Background: an optimization exercise with open tools, aiming at small area and a short achievable clock period. Do not read the settings as production practice. Only simulation tests tie the RTL to the original design; equivalence was not proved. The flow treats the clock pin as an ideal source, which a real chip does not have. No activity file was given, so power comes from the tool's default toggle rates.

==> flow/design.v <==
`default_nettype none
module sram_controller_pmu_sync (
    input  logic clk,
    input  logic reset_n,
    input  logic pwr_save_req,
    input  logic pwr_restore_req,
    output logic pwr_save_req_sync,
    output logic pwr_restore_req_sync
);
    logic [2:0] save_q;
    logic [2:0] restore_q;
    always_ff @(posedge clk or negedge reset_n) begin
        if (!reset_n) begin
            save_q    <= 3'b000;
            restore_q <= 3'b000;
        end else begin
            save_q    <= {save_q[1:0], pwr_save_req};
            restore_q <= {restore_q[1:0], pwr_restore_req};
        end
    end
    assign pwr_save_req_sync    = save_q[2];
    assign pwr_restore_req_sync = restore_q[2];
endmodule
`default_nettype wire
`default_nettype none
module sram_controller_wakeup_timer (
    input  logic [2:0] count,
    output logic [2:0] count_next
);
    assign count_next = (count[2] & count[1]) ? 3'b000 : count + 3'd1;
endmodule
`default_nettype wire
`default_nettype none
module sram_controller_fsm (
    input  logic       clk,
    input  logic       reset_n,
    input  logic       pwr_save_req_sync,
    input  logic       pwr_restore_req_sync,
    output logic [1:0] fsm_state,
    output logic       hready
);
    logic [2:0] state;
    logic [2:0] wakeup_next;
    sram_controller_wakeup_timer i_wakeup_timer (
        .count(state),
        .count_next(wakeup_next)
    );
    always_ff @(posedge clk or negedge reset_n) begin
        if (!reset_n) begin
            state <= 3'b000;
        end else begin
            case (state)
                3'b000:  state <= {2'b00, pwr_save_req_sync};
                3'b001:  state <= pwr_restore_req_sync ? 3'b010 : 3'b001;
                default: state <= wakeup_next;
            endcase
        end
    end
    assign fsm_state = {state[2] | state[1], ~state[2] & ~state[1] & state[0]};
    assign hready    = ~(state[2] | state[1] | state[0]);
endmodule
`default_nettype wire
`default_nettype none
module sram_controller_parity_xor32 (
    input  logic [31:0] data,
    output logic        parity
);
    assign parity = ^data;
endmodule
module sram_controller_parity (
    input  logic        clk,
    input  logic        reset_n,
    input  logic [31:0] rdata,
    input  logic        read_enable,
    input  logic        parity_in,
    output logic        parity_error
);
    logic rdata_parity;
    sram_controller_parity_xor32 i_rdata_parity (
        .data(rdata),
        .parity(rdata_parity)
    );
    always_ff @(posedge clk or negedge reset_n) begin
        if (!reset_n) begin
            parity_error <= 1'b0;
        end else begin
            parity_error <= read_enable & ~(rdata_parity ^ parity_in);
        end
    end
endmodule
`default_nettype wire
`default_nettype none
module sram_controller_parity_bit (
    input  logic clk,
    input  logic row,
    input  logic col_set,
    input  logic col_clr,
    output logic q
);
    always_ff @(posedge clk) begin
        q <= (q & ~(row & col_clr)) | (row & col_set);
    end
endmodule
module sram_controller_parity_sel8 (
    input  logic [7:0] bits,
    input  logic [7:0] sel,
    output logic       out
);
    assign out = |(bits & sel);
endmodule
module sram_controller_parity_sel16 (
    input  logic [15:0] bits,
    input  logic [15:0] sel,
    output logic        out
);
    logic [1:0] part;
    for (genvar g = 0; g < 2; g++) begin : g_part
        sram_controller_parity_sel8 u_sel (
            .bits(bits[g * 8 +: 8]),
            .sel(sel[g * 8 +: 8]),
            .out(part[g])
        );
    end
    assign out = |part;
endmodule
module sram_controller_parity_storage (
    input  logic       clk,
    input  logic       reset_n,
    input  logic       write_enable,
    input  logic [7:0] addr,
    input  logic       write_parity,
    output logic       read_parity
);
    logic [255:0] bits;
    logic [15:0]  row_sel;
    logic [15:0]  col_set;
    logic [15:0]  col_clr;
    logic [15:0]  row_hit;
    logic [15:0]  col_hit;
    logic [15:0]  row_val;
    always_comb begin
        for (int i = 0; i < 16; i++) begin
            row_hit[i] = (addr[7:4] == i[3:0]);
            col_hit[i] = (addr[3:0] == i[3:0]);
            row_sel[i] = ~reset_n | (write_enable & (addr[7:4] == i[3:0]));
            col_set[i] = reset_n & write_parity & (addr[3:0] == i[3:0]);
            col_clr[i] = ~reset_n | (~write_parity & (addr[3:0] == i[3:0]));
        end
    end
    for (genvar k = 0; k < 256; k++) begin : g_bit
        sram_controller_parity_bit u_bit (
            .clk(clk),
            .row(row_sel[k / 16]),
            .col_set(col_set[k % 16]),
            .col_clr(col_clr[k % 16]),
            .q(bits[k])
        );
    end
    for (genvar i = 0; i < 16; i++) begin : g_row
        sram_controller_parity_sel16 u_row (
            .bits(bits[i * 16 +: 16]),
            .sel(col_hit),
            .out(row_val[i])
        );
    end
    sram_controller_parity_sel16 u_col (
        .bits(row_val),
        .sel(row_hit),
        .out(read_parity)
    );
endmodule
`default_nettype wire
`default_nettype none
module sram_controller_hrdata_bit (
    input  logic clk,
    input  logic reset_n,
    input  logic load,
    input  logic hold,
    input  logic d,
    output logic q
);
    always_ff @(posedge clk or negedge reset_n) begin
        if (!reset_n) begin
            q <= 1'b0;
        end else begin
            q <= (load & d) | (hold & q);
        end
    end
endmodule
module sram_controller_ahb_lite (
    input  logic        hclk,
    input  logic        hreset_n,
    input  logic        hsel,
    input  logic [7:0]  haddr,
    input  logic        hwrite,
    input  logic [1:0]  htrans,
    input  logic [2:0]  hsize,
    input  logic [31:0] hwdata,
    output logic [31:0] hrdata,
    output logic        hresp,
    output logic        sram_csb0,
    output logic        sram_web0,
    output logic [7:0]  sram_addr0,
    output logic [31:0] sram_din0,
    output logic [3:0]  sram_wmask0,
    input  logic [31:0] sram_dout0,
    output logic        parity_error
);
    logic valid;
    logic read_enable;
    logic write_enable;
    logic parity_in;
    assign valid        = hsel & htrans[1];
    assign read_enable  = valid & ~hwrite;
    assign write_enable = valid & hwrite;
    assign sram_csb0  = ~valid;
    assign sram_web0  = ~write_enable;
    assign sram_addr0 = haddr;
    assign sram_din0  = hwdata;
    assign hresp      = 1'b0;
    always_comb begin
        case (hsize)
            3'b000:  sram_wmask0 = 4'b0001 << haddr[1:0];
            3'b001:  sram_wmask0 = haddr[1] ? 4'b1100 : 4'b0011;
            default: sram_wmask0 = 4'b1111;
        endcase
    end
    for (genvar i = 0; i < 32; i++) begin : g_hrdata
        sram_controller_hrdata_bit u_bit (
            .clk(hclk),
            .reset_n(hreset_n),
            .load(read_enable),
            .hold(~read_enable),
            .d(sram_dout0[i]),
            .q(hrdata[i])
        );
    end
    sram_controller_parity_storage i_parity_storage (
        .clk(hclk),
        .reset_n(hreset_n),
        .write_enable(write_enable),
        .addr(haddr),
        .write_parity(~^hwdata),
        .read_parity(parity_in)
    );
    sram_controller_parity i_parity (
        .clk(hclk),
        .reset_n(hreset_n),
        .rdata(sram_dout0),
        .read_enable(read_enable),
        .parity_in(parity_in),
        .parity_error(parity_error)
    );
endmodule
`default_nettype wire
`default_nettype none
module sram_controller (
    input  logic        hclk,
    input  logic        hreset_n,
    input  logic        hsel,
    input  logic [7:0]  haddr,
    input  logic        hwrite,
    input  logic [1:0]  htrans,
    input  logic [2:0]  hsize,
    input  logic [31:0] hwdata,
    output logic [31:0] hrdata,
    output logic        hready,
    output logic        hresp,
    input  logic        pwr_save_req,
    input  logic        pwr_restore_req,
    output logic        sram_csb0,
    output logic        sram_web0,
    output logic [7:0]  sram_addr0,
    output logic [31:0] sram_din0,
    output logic [3:0]  sram_wmask0,
    input  logic [31:0] sram_dout0,
    output logic        parity_error,
    output logic [1:0]  fsm_state
);
    logic pwr_save_req_sync;
    logic pwr_restore_req_sync;
    sram_controller_pmu_sync i_pmu_sync (
        .clk(hclk),
        .reset_n(hreset_n),
        .pwr_save_req(pwr_save_req),
        .pwr_restore_req(pwr_restore_req),
        .pwr_save_req_sync(pwr_save_req_sync),
        .pwr_restore_req_sync(pwr_restore_req_sync)
    );
    sram_controller_fsm i_fsm (
        .clk(hclk),
        .reset_n(hreset_n),
        .pwr_save_req_sync(pwr_save_req_sync),
        .pwr_restore_req_sync(pwr_restore_req_sync),
        .fsm_state(fsm_state),
        .hready(hready)
    );
    sram_controller_ahb_lite i_ahb_lite (
        .hclk(hclk),
        .hreset_n(hreset_n),
        .hsel(hsel),
        .haddr(haddr),
        .hwrite(hwrite),
        .htrans(htrans),
        .hsize(hsize),
        .hwdata(hwdata),
        .hrdata(hrdata),
        .hresp(hresp),
        .sram_csb0(sram_csb0),
        .sram_web0(sram_web0),
        .sram_addr0(sram_addr0),
        .sram_din0(sram_din0),
        .sram_wmask0(sram_wmask0),
        .sram_dout0(sram_dout0),
        .parity_error(parity_error)
    );
endmodule
`default_nettype wire
==> flow/config.mk <==
export PLATFORM = sky130hd
export DESIGN_NAME = sram_controller
export DESIGN_NICKNAME = sram_controller
export VERILOG_FILES = /design/flow/design.v
export SDC_FILE = /design/flow/constraint.sdc
export NUM_CORES = 4
export LEC_CHECK = 0
export CAP_MARGIN = 20
export CORE_MARGIN = 2
export CORE_UTILIZATION = 40
export GPL_TIMING_DRIVEN = 0
export PLACE_DENSITY = 0.6
export SLEW_MARGIN = 20
export SYNTH_HIERARCHICAL = 1
export SYNTH_MINIMUM_KEEP_SIZE = 0
==> flow/constraint.sdc <==
create_clock -name core_clock -period 10.0 [get_ports {hclk}]
set_input_delay 2.0000 -clock core_clock [delete_from_list [all_inputs] [get_ports {hclk}]]
set_output_delay 2.0000 -clock core_clock [all_outputs]
set_load 0.01 [all_outputs]
standard.sh (not shown) runs the stock make flow with config.mk's settings and CLKGATE_MAP_FILE= SYNTH_SCRIPT=/design/flow/synth_recipe.tcl, a recipe that flattens the netlist after the stock synthesis.
==> flow/flow/run.sh <==
#!/bin/bash
# Own layout flow: the standard ORFS flow (standard.sh: unchanged synthesis,
# floorplan, power grid and tap cells, placement, routing), with hooks that
# change how the paths from the input ports are built:
#  - synthesis buffers are removed at floorplan (REMOVE_ABC_BUFFERS) and the
#    ports are buffered with buf_1;
#  - io_fast.tcl (before the placement resizer): each input buffer drives only
#    the pins that lead to an output port; its loads that only reach registers
#    are moved behind a buffer of their own;
#  - tighten.tcl (CTS and global route stages): the stage's timing repair runs
#    against tighter input and output delays (the SDC's are restored right
#    after), followed by a power-recovery pass that sizes cells back down where that
#    tighter delay leaves slack;
#  - the clock tree uses its own buffer list and sink clustering, and no dummy loads.
# The make run's full output goes to standard_flow.log in the work folder;
# ORFS's own per-step logs are under orfs/logs/.
set -euo pipefail
cd "$(dirname "${BASH_SOURCE[0]}")/.."
F=$PWD/flow

export REMOVE_ABC_BUFFERS=1
export BUFFER_PORTS_ARGS="-buffer_cell sky130_fd_sc_hd__buf_1"
export IO_FAST_IN_CELL=sky130_fd_sc_hd__buf_1
export IO_FAST_OUT_CELL=sky130_fd_sc_hd__buf_1
export IO_FAST_ISO_CELL=sky130_fd_sc_hd__buf_4
export IO_FAST_IN_DELAY=${IO_FAST_IN_DELAY:-7.6}
export IO_FAST_RECOVER=100
export IO_FAST_OUT_DELAY=2.15
export PRE_RESIZE_TCL=$F/io_fast.tcl
export PRE_CTS_TCL=$F/tighten.tcl
export PRE_GLOBAL_ROUTE_TCL=$F/tighten.tcl
export CTS_ARGS="-sink_clustering_enable -repair_clock_nets -buf_list {sky130_fd_sc_hd__clkbuf_4} -sink_clustering_size 12 -sink_clustering_max_diameter 30 -dont_use_dummy_load"

bash standard.sh > standard_flow.log 2>&1
==> flow/flow/tighten.tcl <==
# Wraps ORFS's repair_timing_helper so that the stage's own timing repair runs
# against a tighter input delay (IO_FAST_IN_DELAY, max only, instead of the
# SDC's), which makes the repair speed up every path from an input port, to
# registers and to output ports alike, and a slightly tighter output delay
# (IO_FAST_OUT_DELAY), which asks a little more of the port-to-port paths.
# The SDC's input and output delays are restored right after the repair,
# so nothing of it is written to the stage's SDC.
# With IO_FAST_RECOVER set, a power-recovery pass (which sizes cells down
# where there is slack) follows the repair, against the same tighter delay.
proc io_fast_inputs { } {
  set clk_src [get_full_name [get_property [lindex [all_clocks] 0] sources]]
  set ins {}
  foreach p [all_inputs] {
    if { [get_full_name $p] ne $clk_src } { lappend ins $p }
  }
  return $ins
}

if { [info commands io_fast_orig_repair_timing_helper] eq "" } {
  rename repair_timing_helper io_fast_orig_repair_timing_helper
  proc repair_timing_helper { args } {
    set clk [lindex [all_clocks] 0]
    set ins [io_fast_inputs]
    set_input_delay -max $::env(IO_FAST_IN_DELAY) -clock $clk $ins
    set_output_delay -max $::env(IO_FAST_OUT_DELAY) -clock $clk [all_outputs]
    io_fast_orig_repair_timing_helper {*}$args
    if { [info exists ::env(IO_FAST_RECOVER)] && $::env(IO_FAST_RECOVER) > 0 } {
      # Size cells back down where the tighter input delay leaves slack.
      log_cmd repair_timing -recover_power $::env(IO_FAST_RECOVER) -setup_margin 0 -verbose
    }
    set_input_delay -max [expr { $::env(FLOW_PERIOD_NS) * 0.2 }] -clock $clk $ins
    set_output_delay -max [expr { $::env(FLOW_PERIOD_NS) * 0.2 }] -clock $clk [all_outputs]
    report_worst_slack -max
  }
}
Other scripts of this flow, unchanged in this note and not shown: flow/flow/io_fast.tcl
==> next run, changes <==
--- a/flow/flow/run.sh
+++ b/flow/flow/run.sh
@@ -11,3 +11 @@
-#    against tighter input and output delays (the SDC's are restored right
-#    after), followed by a power-recovery pass that sizes cells back down where that
-#    tighter delay leaves slack;
+#    against a tighter input delay (the SDC's is restored right after);
@@ -27,2 +24,0 @@
-export IO_FAST_RECOVER=100
-export IO_FAST_OUT_DELAY=2.15
==> flow/flow/tighten.tcl (replaced) <==
# Wraps ORFS's repair_timing_helper so that the stage's own timing repair runs
# against a tighter input delay (IO_FAST_IN_DELAY, max only, instead of the
# SDC's), which makes the repair speed up every path from an input port, to
# registers and to output ports alike. The SDC's input delay is restored
# right after the repair, so nothing of it is written to the stage's SDC.
proc io_fast_inputs { } {
  set clk_src [get_full_name [get_property [lindex [all_clocks] 0] sources]]
  set ins {}
  foreach p [all_inputs] {
    if { [get_full_name $p] ne $clk_src } { lappend ins $p }
  }
  return $ins
}

if { [info commands io_fast_orig_repair_timing_helper] eq "" } {
  rename repair_timing_helper io_fast_orig_repair_timing_helper
  proc repair_timing_helper { args } {
    set clk [lindex [all_clocks] 0]
    set ins [io_fast_inputs]
    set_input_delay -max $::env(IO_FAST_IN_DELAY) -clock $clk $ins
    io_fast_orig_repair_timing_helper {*}$args
    set_input_delay -max [expr { $::env(FLOW_PERIOD_NS) * 0.2 }] -clock $clk $ins
    report_worst_slack -max
  }
}
Outcome: The changed run finished clean; global-route usage drops by 0.11 points; final area drops by 1.7%; cell count stays the same; routed wire length drops by 1.0%.
==> next run, changes <==
--- a/flow/flow/run.sh
+++ b/flow/flow/run.sh
@@ -28 +28 @@
-export CTS_ARGS="-sink_clustering_enable -repair_clock_nets -buf_list {sky130_fd_sc_hd__clkbuf_4} -sink_clustering_size 12 -sink_clustering_max_diameter 30 -dont_use_dummy_load"
+export CTS_ARGS="-sink_clustering_enable -repair_clock_nets -buf_list {sky130_fd_sc_hd__clkbuf_16} -sink_clustering_size 30 -sink_clustering_max_diameter 90 -dont_use_dummy_load"
Final area stays flat.
Global-route usage went down by 0.66 points.
Utilization stays flat.
Final cell count went down by a few percent.
Setup slack degrades by 0.0091 ns.
Via count fell by a few percent.
Total power came out lower slightly.
Clock skew is lower by 0.012 ns.
Clock power drops by a little under a tenth.
==> next run, changes <==
--- a/flow/flow/run.sh
+++ b/flow/flow/run.sh
@@ -11 +11,3 @@
-#    against a tighter input delay (the SDC's is restored right after);
+#    against a tighter input delay (the SDC's is restored right after),
+#    followed by a power-recovery pass that sizes cells back down where that
+#    tighter delay leaves slack;
@@ -24,0 +27 @@
+export IO_FAST_RECOVER=100
@@ -28 +31 @@
-export CTS_ARGS="-sink_clustering_enable -repair_clock_nets -buf_list {sky130_fd_sc_hd__clkbuf_16} -sink_clustering_size 30 -sink_clustering_max_diameter 90 -dont_use_dummy_load"
+export CTS_ARGS="-sink_clustering_enable -repair_clock_nets -buf_list {sky130_fd_sc_hd__clkbuf_4} -sink_clustering_size 12 -sink_clustering_max_diameter 30 -dont_use_dummy_load"
--- a/flow/flow/tighten.tcl
+++ b/flow/flow/tighten.tcl
@@ -5,0 +6,2 @@
+# With IO_FAST_RECOVER set, a power-recovery pass (which sizes cells down
+# where there is slack) follows the repair, against the same tighter delay.
@@ -21,0 +24,4 @@
+    if { [info exists ::env(IO_FAST_RECOVER)] && $::env(IO_FAST_RECOVER) > 0 } {
+      # Size cells back down where the tighter input delay leaves slack.
+      log_cmd repair_timing -recover_power $::env(IO_FAST_RECOVER) -setup_margin 0 -verbose
+    }
Outcome:
- The changed run went through all stages and came out clean
- maximum frequency stays flat
- final area shrinks by 0.46%
- wire length grows by 1.3%
- clock skew grows by 0.014 ns
- sequential share of layout area grows by 0.19 points
- critical path depth stays the same
- first-iteration DRC count shrinks by 6.0%
- power grows by 1.7%

## port drivers added, routing unchanged
In the flow no input, the clock included, has a driving cell. The finished layouts below were timed again as built, in two steps. Step 1 sets driving cells, clkbuf_16 on the clock port and buf_2 on the other inputs (assumed; they add their load-dependent delay and slew). Step 2 adds t to the input delays and takes it off the output delays; t is the mean of the earliest and latest rising clock arrival at the registers after step 1. Input paths then give back, and output paths get back, about the clock's delay inside the block. Slacks: no drivers / after step 1 / after step 2; pairs: no drivers / after step 1.
run | t, ns | setup WS [ns] | clock arrival spread, ns
the first run | 0.760 | 5.533 / 5.494 / 4.962 | 0.084 / 0.084
the second run | 0.760 | 5.534 / 5.492 / 5.023 | 0.084 / 0.085
the third run | 0.545 | 5.524 / 5.481 / 5.171 | 0.041 / 0.042
the fourth run | 0.753 | 5.533 / 5.492 / 4.948 | 0.085 / 0.086
After both steps setup and hold are still met in every run listed. The setup slack of the fourth run, which loses most, moves by -0.041 ns with the drivers and by -0.585 ns with both steps.
